This is an optimization exercise on Yosys and OpenROAD, whose aim is a short achievable clock period and few clock cycles, not a production implementation.
In this exercise RTL edits were held to simulation tests only and were not proved equivalent to the original.
No activity file was given, so power comes from the tool's default toggle rates.

==> job 4143: inputs <==
## mips_single_cycle
module mips_single_cycle(
	input logic asyn_n_rst,
	input logic clk,
	input logic [31:0] instruction,
	input logic [31:0] dm_q,
	output logic [31:0] PC,
	output logic [15:0] dm_address,
	output logic [31:0] dm_d,
	output logic dm_we
	);
==> flow/config.mk <==
export PLATFORM = sky130hd
export DESIGN_NAME = mips_single_cycle
export DESIGN_NICKNAME = mips_single_cycle
export VERILOG_FILES = /design/flow/design.v
export SDC_FILE = /design/flow/constraint.sdc
export NUM_CORES = 4
export LEC_CHECK = 0
export ABC_CLOCK_PERIOD_IN_PS = 2500
export CAP_MARGIN = 20
export CORE_MARGIN = 2
export CORE_UTILIZATION = 72
export PLACE_DENSITY = 0.75
export SLEW_MARGIN = 20
export TNS_END_PERCENT = 100
==> flow/constraint.sdc <==
create_clock -name core_clock -period 9.0 [get_ports {clk}]
set_input_delay 1.8000 -clock core_clock [delete_from_list [all_inputs] [get_ports {clk}]]
set_output_delay 1.8000 -clock core_clock [all_outputs]
set_load 0.01 [all_outputs]
standard.sh (not shown) runs the stock make flow with config.mk's settings and CLKGATE_MAP_FILE= SYNTH_SCRIPT=/design/flow/synth_recipe.tcl, a recipe that flattens the netlist after the stock synthesis.
==> flow/flow/run.sh <==
#!/bin/bash
set -euo pipefail
bash standard.sh SETUP_SLACK_MARGIN=6.3 finish > standard_flow.log 2>&1
==> job 2998: changes against job 4143 <==
--- a/flow/design.v
+++ b/flow/design.v
@@ -361,24 +361,15 @@
 	assign f_beq  = (f_op == 6'd12);
 	assign f_bne  = (f_op == 6'd13);
 	assign f_j    = (f_op == 6'd14);
 	assign f_jal  = (f_op == 6'd15);
 	assign f_ret  = (f_op == 6'd16);
 	assign f_blte = (f_op == 6'd17);
 	assign f_br   = f_beq | f_bne | f_blte;
-	logic [15:0]      bh_valid;
-	logic [15:0][3:0] bh_tag;
-	logic [15:0][1:0] bh_ctr;
-	logic             f_hit, f_same, f_spred;
-	logic [1:0]       f_ctr;
-	assign f_hit = bh_valid[PC[3:0]] & (bh_tag[PC[3:0]] == PC[7:4]);
-	assign f_ctr = bh_ctr[PC[3:0]];
-	assign f_same = (f_rs == f_rt);
-	assign f_spred = !f_beq;
-	assign f_pred = f_same ? !f_bne : (f_hit ? f_ctr[1] : f_spred);
+	assign f_pred = (f_rs == f_rt) ? !f_bne : !f_beq;
 	assign f_we  = f_r | f_addi | f_subi | f_andi | f_ori | f_xori | f_lui | f_lli |
 	               f_lwr | f_lwi | f_jal;
 	assign f_rsi = f_ret ? 5'd31 : f_rs;
 	assign f_wri = f_r ? f_rd : (f_jal ? 5'd31 : f_rt);
 	assign f_bimm = !(f_r | f_br);
 	always_comb begin
 		f_immval = f_sext;
@@ -418,115 +409,102 @@
 	always_comb begin
 		if (redirect) next_pc = redirect_pc;
 		else if (f_j | f_jal) next_pc = {6'b0, instruction[25:0]};
 		else if (f_br & f_pred) next_pc = f_sext;
 		else if (f_ret) next_pc = ras;
 		else next_pc = f_pc1;
 	end
-	logic        k1, k2;
-	logic        d_we, d_load, d_store, d_memimm, d_bimm;
-	logic        d_chkeq, d_chkne, d_chkle, d_chkgt, d_ret;
-	logic        d_fwds, d_fwdt, d_fwds2, d_fwdt2;
-	logic        e_we;
-	logic [4:0]  e_wri;
+	logic        d_valid, d_we, d_load, d_store, d_memimm, d_bimm;
+	logic        d_beq, d_bne, d_blte, d_ret, d_pred;
+	logic        d_fwds, d_fwdt;
 	logic [4:0]  d_rsi, d_rti, d_wri, d_sa;
 	logic [15:0] d_imm;
 	logic [31:0] d_immval, d_alt;
 	logic [9:0]  d_alu;
-	logic        d_dyn, d_pred, d_fwdb, d_fwdm;
-	logic [1:0]  d_ctr;
-	logic [7:0]  d_bpc;
 	always_ff @(posedge clk or negedge asyn_n_rst) begin
 		if (!asyn_n_rst) begin
 			PC <= 32'b0;
 			ras <= 32'b0;
-			k1 <= 1'b1;
-			k2 <= 1'b1;
+			d_valid <= 1'b0;
+			d_we <= 1'b0;
+			d_store <= 1'b0;
+			d_beq <= 1'b0;
+			d_bne <= 1'b0;
+			d_blte <= 1'b0;
+			d_ret <= 1'b0;
 		end else begin
 			PC <= next_pc;
-			if (f_jal) ras <= f_pc1;
-			k1 <= redirect;
-			k2 <= k1;
+			if (f_jal & !redirect) ras <= f_pc1;
+			d_valid <= !redirect;
+			d_we    <= f_we & !redirect;
+			d_store <= (f_swr | f_swi) & !redirect;
+			d_beq   <= f_beq & !redirect;
+			d_bne   <= f_bne & !redirect;
+			d_blte  <= f_blte & !redirect;
+			d_ret   <= f_ret & !redirect;
 		end
 	end
 	always_ff @(posedge clk) begin
-		d_we    <= f_we;
-		d_store <= f_swr | f_swi;
-		d_chkeq <= (f_beq & !f_pred) | (f_bne & f_pred);
-		d_chkne <= (f_beq & f_pred) | (f_bne & !f_pred);
-		d_chkle <= f_blte & !f_pred;
-		d_chkgt <= f_blte & f_pred;
-		d_ret   <= f_ret;
-	end
-	always_ff @(posedge clk) begin
 		d_load   <= f_lwr | f_lwi;
 		d_memimm <= f_lwi | f_swi;
 		d_bimm   <= f_bimm;
+		d_pred   <= f_pred;
 		d_rsi    <= f_rsi;
 		d_rti    <= f_rt;
 		d_wri    <= f_wri;
 		d_sa     <= instruction[10:6];
 		d_imm    <= f_imm;
 		d_immval <= f_immval;
 		d_alt    <= f_alt;
 		d_alu    <= f_alu;
-		d_dyn    <= f_br & !f_same;
-		d_pred   <= f_pred;
-		d_ctr    <= f_hit ? f_ctr : (f_spred ? 2'd2 : 2'd1);
-		d_bpc    <= PC[7:0];
-		d_fwds   <= d_we & !k1 & (f_rsi == d_wri);
-		d_fwdt   <= d_we & !k1 & (f_rt == d_wri);
-		d_fwdb   <= d_we & !k1 & (f_rt == d_wri) & !f_bimm;
-		d_fwdm   <= d_we & !k1 & (f_rsi == d_wri) & !(f_lwi | f_swi);
-		d_fwds2  <= e_we & e_valid & (f_rsi == e_wri);
-		d_fwdt2  <= e_we & e_valid & (f_rt == e_wri);
+		d_fwds   <= d_we & (f_rsi == d_wri);
+		d_fwdt   <= d_we & (f_rt == d_wri);
 	end
 	logic [31:0] rf [0:31];
 	logic [31:0] qs, qt, a_val, t_val, e_result;
-	logic        w_we;
-	logic [4:0]  w_wri;
-	logic [31:0] w_data;
-	assign qs = d_fwds2 ? w_data : rf[d_rsi];
-	assign qt = d_fwdt2 ? w_data : rf[d_rti];
+	logic        e_we;
+	logic [4:0]  e_wri;
+	assign qs = rf[d_rsi];
+	assign qt = rf[d_rti];
 	assign a_val = d_fwds ? e_result : qs;
 	assign t_val = d_fwdt ? e_result : qt;
-	logic        e_chkeq, e_chkne, e_chkle, e_chkgt, e_ret, e_valid;
+	logic        e_beq, e_bne, e_blte, e_ret, e_pred;
 	logic [31:0] e_a, e_b, e_alt;
-	logic        e_dyn, e_pred;
-	logic [1:0]  e_ctr;
-	logic [7:0]  e_bpc;
 	logic [4:0]  e_sa;
 	logic [9:0]  e_alu;
-	assign e_valid = !k1 & !k2;
 	always_ff @(posedge clk or negedge asyn_n_rst) begin
-		if (!asyn_n_rst) dm_we <= 1'b0;
-		else dm_we <= d_store & !k1 & !redirect;
+		if (!asyn_n_rst) begin
+			e_we <= 1'b0;
+			e_beq <= 1'b0;
+			e_bne <= 1'b0;
+			e_blte <= 1'b0;
+			e_ret <= 1'b0;
+			dm_we <= 1'b0;
+		end else begin
+			e_we   <= d_we & !redirect;
+			e_beq  <= d_beq & !redirect;
+			e_bne  <= d_bne & !redirect;
+			e_blte <= d_blte & !redirect;
+			e_ret  <= d_ret & !redirect;
+			dm_we  <= d_store & !redirect;
+		end
 	end
 	always_ff @(posedge clk) begin
 		e_a   <= a_val;
-		e_b   <= d_fwdb ? e_result : (d_bimm ? d_immval : qt);
-		e_dyn <= d_dyn;
-		e_pred <= d_pred;
-		e_ctr <= d_ctr;
-		e_bpc <= d_bpc;
+		e_b   <= d_bimm ? d_immval : t_val;
 		e_alt <= d_alt;
-		e_we   <= d_we;
-		e_chkeq <= d_chkeq;
-		e_chkne <= d_chkne;
-		e_chkle <= d_chkle;
-		e_chkgt <= d_chkgt;
-		e_ret  <= d_ret;
+		e_pred <= d_pred;
 		e_sa  <= d_sa;
 		e_alu <= d_alu;
 		e_wri <= d_wri;
 		dm_d  <= t_val;
-		dm_address <= d_fwdm ? e_result[15:0] : (d_memimm ? d_imm : qs[15:0]);
+		dm_address <= d_memimm ? d_imm : a_val[15:0];
 	end
 	logic [31:0] r_add, r_sub, r_sll, r_srl, r_sra, alu_r;
-	logic        eq, lte;
+	logic        eq, lte, taken;
 	assign r_add = e_a + e_b;
 	assign r_sub = e_a - e_b;
 	assign r_sll = e_sa[4] ? 32'b0 : (e_b << e_sa[3:0]);
 	assign r_srl = e_sa[4] ? 32'b0 : (e_b >> e_sa[3:0]);
 	logic signed [31:0] e_bs, r_sra4;
 	assign e_bs = e_b;
 	assign r_sra4 = e_bs >>> e_sa[3:0];
@@ -537,44 +515,17 @@
 	               ({32{e_alu[A_OR]}}   & (e_a | e_b)) |
 	               ({32{e_alu[A_XOR]}}  & (e_a ^ e_b)) |
 	               ({32{e_alu[A_SLL]}}  & r_sll) |
 	               ({32{e_alu[A_SRL]}}  & r_srl) |
 	               ({32{e_alu[A_SRA]}}  & r_sra) |
 	               ({32{e_alu[A_PASS]}} & e_b);
 	assign e_result = e_alu[A_LOAD] ? dm_q : alu_r;
-	always_ff @(posedge clk or negedge asyn_n_rst) begin
-		if (!asyn_n_rst) w_we <= 1'b0;
-		else w_we <= e_we & e_valid;
-	end
 	always_ff @(posedge clk) begin
-		w_wri  <= e_wri;
-		w_data <= e_result;
-		if (w_we) rf[w_wri] <= w_data;
+		if (e_we) rf[e_wri] <= e_result;
 	end
 	assign eq  = (e_a == e_b);
 	assign lte = (e_b <= e_a);
-	logic       mis_br, e_taken, w_bhen;
-	logic [1:0] w_ctr;
-	logic [7:0] w_bpc;
-	assign mis_br = (e_chkeq & eq) | (e_chkne & !eq) | (e_chkle & lte) | (e_chkgt & !lte);
-	assign redirect = e_valid & (mis_br | (e_ret & (e_a != e_alt)));
-	assign e_taken = e_pred ^ mis_br;
-	always_ff @(posedge clk or negedge asyn_n_rst) begin
-		if (!asyn_n_rst) begin
-			w_bhen <= 1'b0;
-			bh_valid <= 16'b0;
-		end else begin
-			w_bhen <= e_valid & e_dyn;
-			if (w_bhen) bh_valid[w_bpc[3:0]] <= 1'b1;
-		end
-	end
-	always_ff @(posedge clk) begin
-		w_bpc <= e_bpc;
-		w_ctr <= e_taken ? ((e_ctr == 2'd3) ? 2'd3 : e_ctr + 2'd1)
-		                 : ((e_ctr == 2'd0) ? 2'd0 : e_ctr - 2'd1);
-		if (w_bhen) begin
-			bh_tag[w_bpc[3:0]] <= w_bpc[7:4];
-			bh_ctr[w_bpc[3:0]] <= w_ctr;
-		end
-	end
+	assign taken = (e_beq & eq) | (e_bne & !eq) | (e_blte & lte);
+	assign redirect = ((e_beq | e_bne | e_blte) & (taken != e_pred)) |
+	                  (e_ret & (e_a != e_alt));
 	assign redirect_pc = e_ret ? e_a : e_alt;
 endmodule
==> flow/run.sh (new file) <==
#!/bin/bash
# synth_recipe.tcl (not shown) runs the flow's synth.tcl, then flattens the netlist and writes it again
# the make line also repeats each setting of config.mk as NAME=value (left out here)
make -C /OpenROAD-flow-scripts/flow DESIGN_CONFIG=/design/flow/config.mk WORK_HOME=/design/flow/orfs CLKGATE_MAP_FILE= SYNTH_SCRIPT=/design/flow/synth_recipe.tcl finish
Settings changed: ABC_CLOCK_PERIOD_IN_PS 2500 to 2000, CORE_UTILIZATION 72 to 40, GPL_TIMING_DRIVEN set to 1, PLACE_DENSITY 0.75 to not set, SETUP_SLACK_MARGIN set to 5.
removed: flow/flow/run.sh
removed: flow/standard.sh
==> job 8691: changes against job 4143 <==
--- a/flow/design.v
+++ b/flow/design.v
@@ -361,24 +361,15 @@
 	assign f_beq  = (f_op == 6'd12);
 	assign f_bne  = (f_op == 6'd13);
 	assign f_j    = (f_op == 6'd14);
 	assign f_jal  = (f_op == 6'd15);
 	assign f_ret  = (f_op == 6'd16);
 	assign f_blte = (f_op == 6'd17);
 	assign f_br   = f_beq | f_bne | f_blte;
-	logic [15:0]      bh_valid;
-	logic [15:0][3:0] bh_tag;
-	logic [15:0][1:0] bh_ctr;
-	logic             f_hit, f_same, f_spred;
-	logic [1:0]       f_ctr;
-	assign f_hit = bh_valid[PC[3:0]] & (bh_tag[PC[3:0]] == PC[7:4]);
-	assign f_ctr = bh_ctr[PC[3:0]];
-	assign f_same = (f_rs == f_rt);
-	assign f_spred = !f_beq;
-	assign f_pred = f_same ? !f_bne : (f_hit ? f_ctr[1] : f_spred);
+	assign f_pred = (f_rs == f_rt) ? !f_bne : !f_beq;
 	assign f_we  = f_r | f_addi | f_subi | f_andi | f_ori | f_xori | f_lui | f_lli |
 	               f_lwr | f_lwi | f_jal;
 	assign f_rsi = f_ret ? 5'd31 : f_rs;
 	assign f_wri = f_r ? f_rd : (f_jal ? 5'd31 : f_rt);
 	assign f_bimm = !(f_r | f_br);
 	always_comb begin
 		f_immval = f_sext;
@@ -428,17 +419,15 @@
 	logic        d_fwds, d_fwdt, d_fwds2, d_fwdt2;
 	logic        e_we;
 	logic [4:0]  e_wri;
 	logic [4:0]  d_rsi, d_rti, d_wri, d_sa;
 	logic [15:0] d_imm;
 	logic [31:0] d_immval, d_alt;
 	logic [9:0]  d_alu;
-	logic        d_dyn, d_pred, d_fwdb, d_fwdm;
-	logic [1:0]  d_ctr;
-	logic [7:0]  d_bpc;
+	logic        d_fwdb, d_fwdm;
 	always_ff @(posedge clk or negedge asyn_n_rst) begin
 		if (!asyn_n_rst) begin
 			PC <= 32'b0;
 			ras <= 32'b0;
 			k1 <= 1'b1;
 			k2 <= 1'b1;
 		end else begin
@@ -465,116 +454,86 @@
 		d_rti    <= f_rt;
 		d_wri    <= f_wri;
 		d_sa     <= instruction[10:6];
 		d_imm    <= f_imm;
 		d_immval <= f_immval;
 		d_alt    <= f_alt;
 		d_alu    <= f_alu;
-		d_dyn    <= f_br & !f_same;
-		d_pred   <= f_pred;
-		d_ctr    <= f_hit ? f_ctr : (f_spred ? 2'd2 : 2'd1);
-		d_bpc    <= PC[7:0];
 		d_fwds   <= d_we & !k1 & (f_rsi == d_wri);
 		d_fwdt   <= d_we & !k1 & (f_rt == d_wri);
 		d_fwdb   <= d_we & !k1 & (f_rt == d_wri) & !f_bimm;
 		d_fwdm   <= d_we & !k1 & (f_rsi == d_wri) & !(f_lwi | f_swi);
 		d_fwds2  <= e_we & e_valid & (f_rsi == e_wri);
 		d_fwdt2  <= e_we & e_valid & (f_rt == e_wri);
 	end
 	logic [31:0] rf [0:31];
-	logic [31:0] qs, qt, a_val, t_val, e_result;
+	logic [31:0] qs, qt, e_result, dm_address_n;
 	logic        w_we;
 	logic [4:0]  w_wri;
 	logic [31:0] w_data;
 	assign qs = d_fwds2 ? w_data : rf[d_rsi];
 	assign qt = d_fwdt2 ? w_data : rf[d_rti];
-	assign a_val = d_fwds ? e_result : qs;
-	assign t_val = d_fwdt ? e_result : qt;
+	assign dm_address_n = ({32{d_fwdm & e_alu[A_ADD]}} & r_add) | ({32{d_fwdm & e_alu[A_SUB]}} & r_sub) |
+		         ({32{d_fwdm}} & r_rest) | ({32{!(d_fwdm)}} & (d_memimm ? {16'b0, d_imm} : qs));
 	logic        e_chkeq, e_chkne, e_chkle, e_chkgt, e_ret, e_valid;
 	logic [31:0] e_a, e_b, e_alt;
-	logic        e_dyn, e_pred;
-	logic [1:0]  e_ctr;
-	logic [7:0]  e_bpc;
 	logic [4:0]  e_sa;
 	logic [9:0]  e_alu;
 	assign e_valid = !k1 & !k2;
 	always_ff @(posedge clk or negedge asyn_n_rst) begin
 		if (!asyn_n_rst) dm_we <= 1'b0;
 		else dm_we <= d_store & !k1 & !redirect;
 	end
 	always_ff @(posedge clk) begin
-		e_a   <= a_val;
-		e_b   <= d_fwdb ? e_result : (d_bimm ? d_immval : qt);
-		e_dyn <= d_dyn;
-		e_pred <= d_pred;
-		e_ctr <= d_ctr;
-		e_bpc <= d_bpc;
+		e_a   <= ({32{d_fwds & e_alu[A_ADD]}} & r_add) | ({32{d_fwds & e_alu[A_SUB]}} & r_sub) |
+		         ({32{d_fwds}} & r_rest) | ({32{!(d_fwds)}} & (qs));
+		e_b   <= ({32{d_fwdb & e_alu[A_ADD]}} & r_add) | ({32{d_fwdb & e_alu[A_SUB]}} & r_sub) |
+		         ({32{d_fwdb}} & r_rest) | ({32{!(d_fwdb)}} & (d_bimm ? d_immval : qt));
 		e_alt <= d_alt;
 		e_we   <= d_we;
 		e_chkeq <= d_chkeq;
 		e_chkne <= d_chkne;
 		e_chkle <= d_chkle;
 		e_chkgt <= d_chkgt;
 		e_ret  <= d_ret;
 		e_sa  <= d_sa;
 		e_alu <= d_alu;
 		e_wri <= d_wri;
-		dm_d  <= t_val;
-		dm_address <= d_fwdm ? e_result[15:0] : (d_memimm ? d_imm : qs[15:0]);
+		dm_d  <= ({32{d_fwdt & e_alu[A_ADD]}} & r_add) | ({32{d_fwdt & e_alu[A_SUB]}} & r_sub) |
+		         ({32{d_fwdt}} & r_rest) | ({32{!(d_fwdt)}} & (qt));
+		dm_address <= dm_address_n[15:0];
 	end
-	logic [31:0] r_add, r_sub, r_sll, r_srl, r_sra, alu_r;
+	logic [31:0] r_add, r_sub, r_sll, r_srl, r_sra, r_rest;
 	logic        eq, lte;
 	assign r_add = e_a + e_b;
 	assign r_sub = e_a - e_b;
 	assign r_sll = e_sa[4] ? 32'b0 : (e_b << e_sa[3:0]);
 	assign r_srl = e_sa[4] ? 32'b0 : (e_b >> e_sa[3:0]);
 	logic signed [31:0] e_bs, r_sra4;
 	assign e_bs = e_b;
 	assign r_sra4 = e_bs >>> e_sa[3:0];
 	assign r_sra = e_sa[4] ? {32{e_b[31]}} : r_sra4;
-	assign alu_r = ({32{e_alu[A_ADD]}}  & r_add) |
-	               ({32{e_alu[A_SUB]}}  & r_sub) |
-	               ({32{e_alu[A_AND]}}  & (e_a & e_b)) |
+	assign r_rest = ({32{e_alu[A_AND]}}  & (e_a & e_b)) |
 	               ({32{e_alu[A_OR]}}   & (e_a | e_b)) |
 	               ({32{e_alu[A_XOR]}}  & (e_a ^ e_b)) |
 	               ({32{e_alu[A_SLL]}}  & r_sll) |
 	               ({32{e_alu[A_SRL]}}  & r_srl) |
 	               ({32{e_alu[A_SRA]}}  & r_sra) |
-	               ({32{e_alu[A_PASS]}} & e_b);
-	assign e_result = e_alu[A_LOAD] ? dm_q : alu_r;
+	               ({32{e_alu[A_PASS]}} & e_b) |
+	               ({32{e_alu[A_LOAD]}} & dm_q);
+	assign e_result = ({32{e_alu[A_ADD]}} & r_add) | ({32{e_alu[A_SUB]}} & r_sub) | r_rest;
 	always_ff @(posedge clk or negedge asyn_n_rst) begin
 		if (!asyn_n_rst) w_we <= 1'b0;
 		else w_we <= e_we & e_valid;
 	end
 	always_ff @(posedge clk) begin
 		w_wri  <= e_wri;
 		w_data <= e_result;
 		if (w_we) rf[w_wri] <= w_data;
 	end
 	assign eq  = (e_a == e_b);
-	assign lte = (e_b <= e_a);
-	logic       mis_br, e_taken, w_bhen;
-	logic [1:0] w_ctr;
-	logic [7:0] w_bpc;
-	assign mis_br = (e_chkeq & eq) | (e_chkne & !eq) | (e_chkle & lte) | (e_chkgt & !lte);
-	assign redirect = e_valid & (mis_br | (e_ret & (e_a != e_alt)));
-	assign e_taken = e_pred ^ mis_br;
-	always_ff @(posedge clk or negedge asyn_n_rst) begin
-		if (!asyn_n_rst) begin
-			w_bhen <= 1'b0;
-			bh_valid <= 16'b0;
-		end else begin
-			w_bhen <= e_valid & e_dyn;
-			if (w_bhen) bh_valid[w_bpc[3:0]] <= 1'b1;
-		end
-	end
-	always_ff @(posedge clk) begin
-		w_bpc <= e_bpc;
-		w_ctr <= e_taken ? ((e_ctr == 2'd3) ? 2'd3 : e_ctr + 2'd1)
-		                 : ((e_ctr == 2'd0) ? 2'd0 : e_ctr - 2'd1);
-		if (w_bhen) begin
-			bh_tag[w_bpc[3:0]] <= w_bpc[7:4];
-			bh_ctr[w_bpc[3:0]] <= w_ctr;
-		end
-	end
+	assign lte = ((~e_a) <= (~e_b));
+	assign redirect = e_valid & ((e_chkeq & eq) | (e_chkne & !eq) |
+	                             (e_chkle & lte) | (e_chkgt & !lte) |
+	                             (e_ret & (e_a != e_alt)));
 	assign redirect_pc = e_ret ? e_a : e_alt;
 endmodule
Settings changed: CORE_UTILIZATION 72 to 60, PLACE_DENSITY 0.75 to not set.
==> summary of the runs <==
Job 2998 completed with no timing, DRC or antenna violations. Job 8691 passed the timing, design-rule and antenna checks. Job 4143 stopped in clock tree synthesis (4_1_cts) with DPL-0033.
Of job 2998 and job 8691, job 8691 has the higher via count (gap 11%, measured against job 8691).
Critical path depth: job 8691 is lower than job 2998 (1).
Of job 2998 and job 8691, job 8691 has the higher combinational power (gap about 27%, measured against job 8691).
First-iteration DRC count: job 2998 is smaller than job 8691 (30%).
Of job 2998 and job 8691, job 8691 has the higher cell area (gap 8.8%, measured against job 8691).
Between job 2998 and job 8691, the lower clock skew is in job 8691 (gap 9.2 ps).
In job 2998 the setup slack is worse than in job 8691, by 530 ps.
Against job 8691, the wire length of job 2998 is smaller by 11%.
In job 8691 the total power is larger than in job 2998, by about 13%.
Of job 4143 and job 2998, job 4143 has the higher area after synthesis (gap about 11%, measured against job 2998).
Testbench counts of job 4143, summed over its fixed seeds: cycles 20,461.
Testbench counts of job 2998, summed over its fixed seeds: cycles 20,651.
Testbench counts of job 8691, summed over its fixed seeds: cycles 20,653.

## port drivers added, routing unchanged
How much do the figures lean on ideal ports? The routed layouts below were timed once more, with nothing changed but the port constraints.
Step 1: set_driving_cell puts a clkbuf_16 on clk and a buf_2 on each other input, an assumption about the parent block.
Step 2 moves the port delays by t, midway between the first and last clock arrival at a register: inputs arrive t later, outputs are due t later. That takes back most of the time a late clock gives input paths.
a / b / c = ideal / step 1 / step 2; a / b = the first two.
run | t, ns | setup slack, ns | worst hold slack (ns) | clock arrival spread, ns | worst slew at a driven data input, ns
job 2998 | 0.851 | 4.968 / 4.968 / 4.268 | 0.317 / 0.317 / 0.317 | 0.042 / 0.043 | 0.15
job 8691 | 0.859 | 5.495 / 5.495 / 4.842 | 0.318 / 0.318 / 0.318 | 0.043 / 0.043 | 0.08
After both steps setup and hold are still met in every run listed. For job 2998, which loses most, drivers alone change the setup slack by 0.000 ns; drivers and shift together by -0.700 ns.
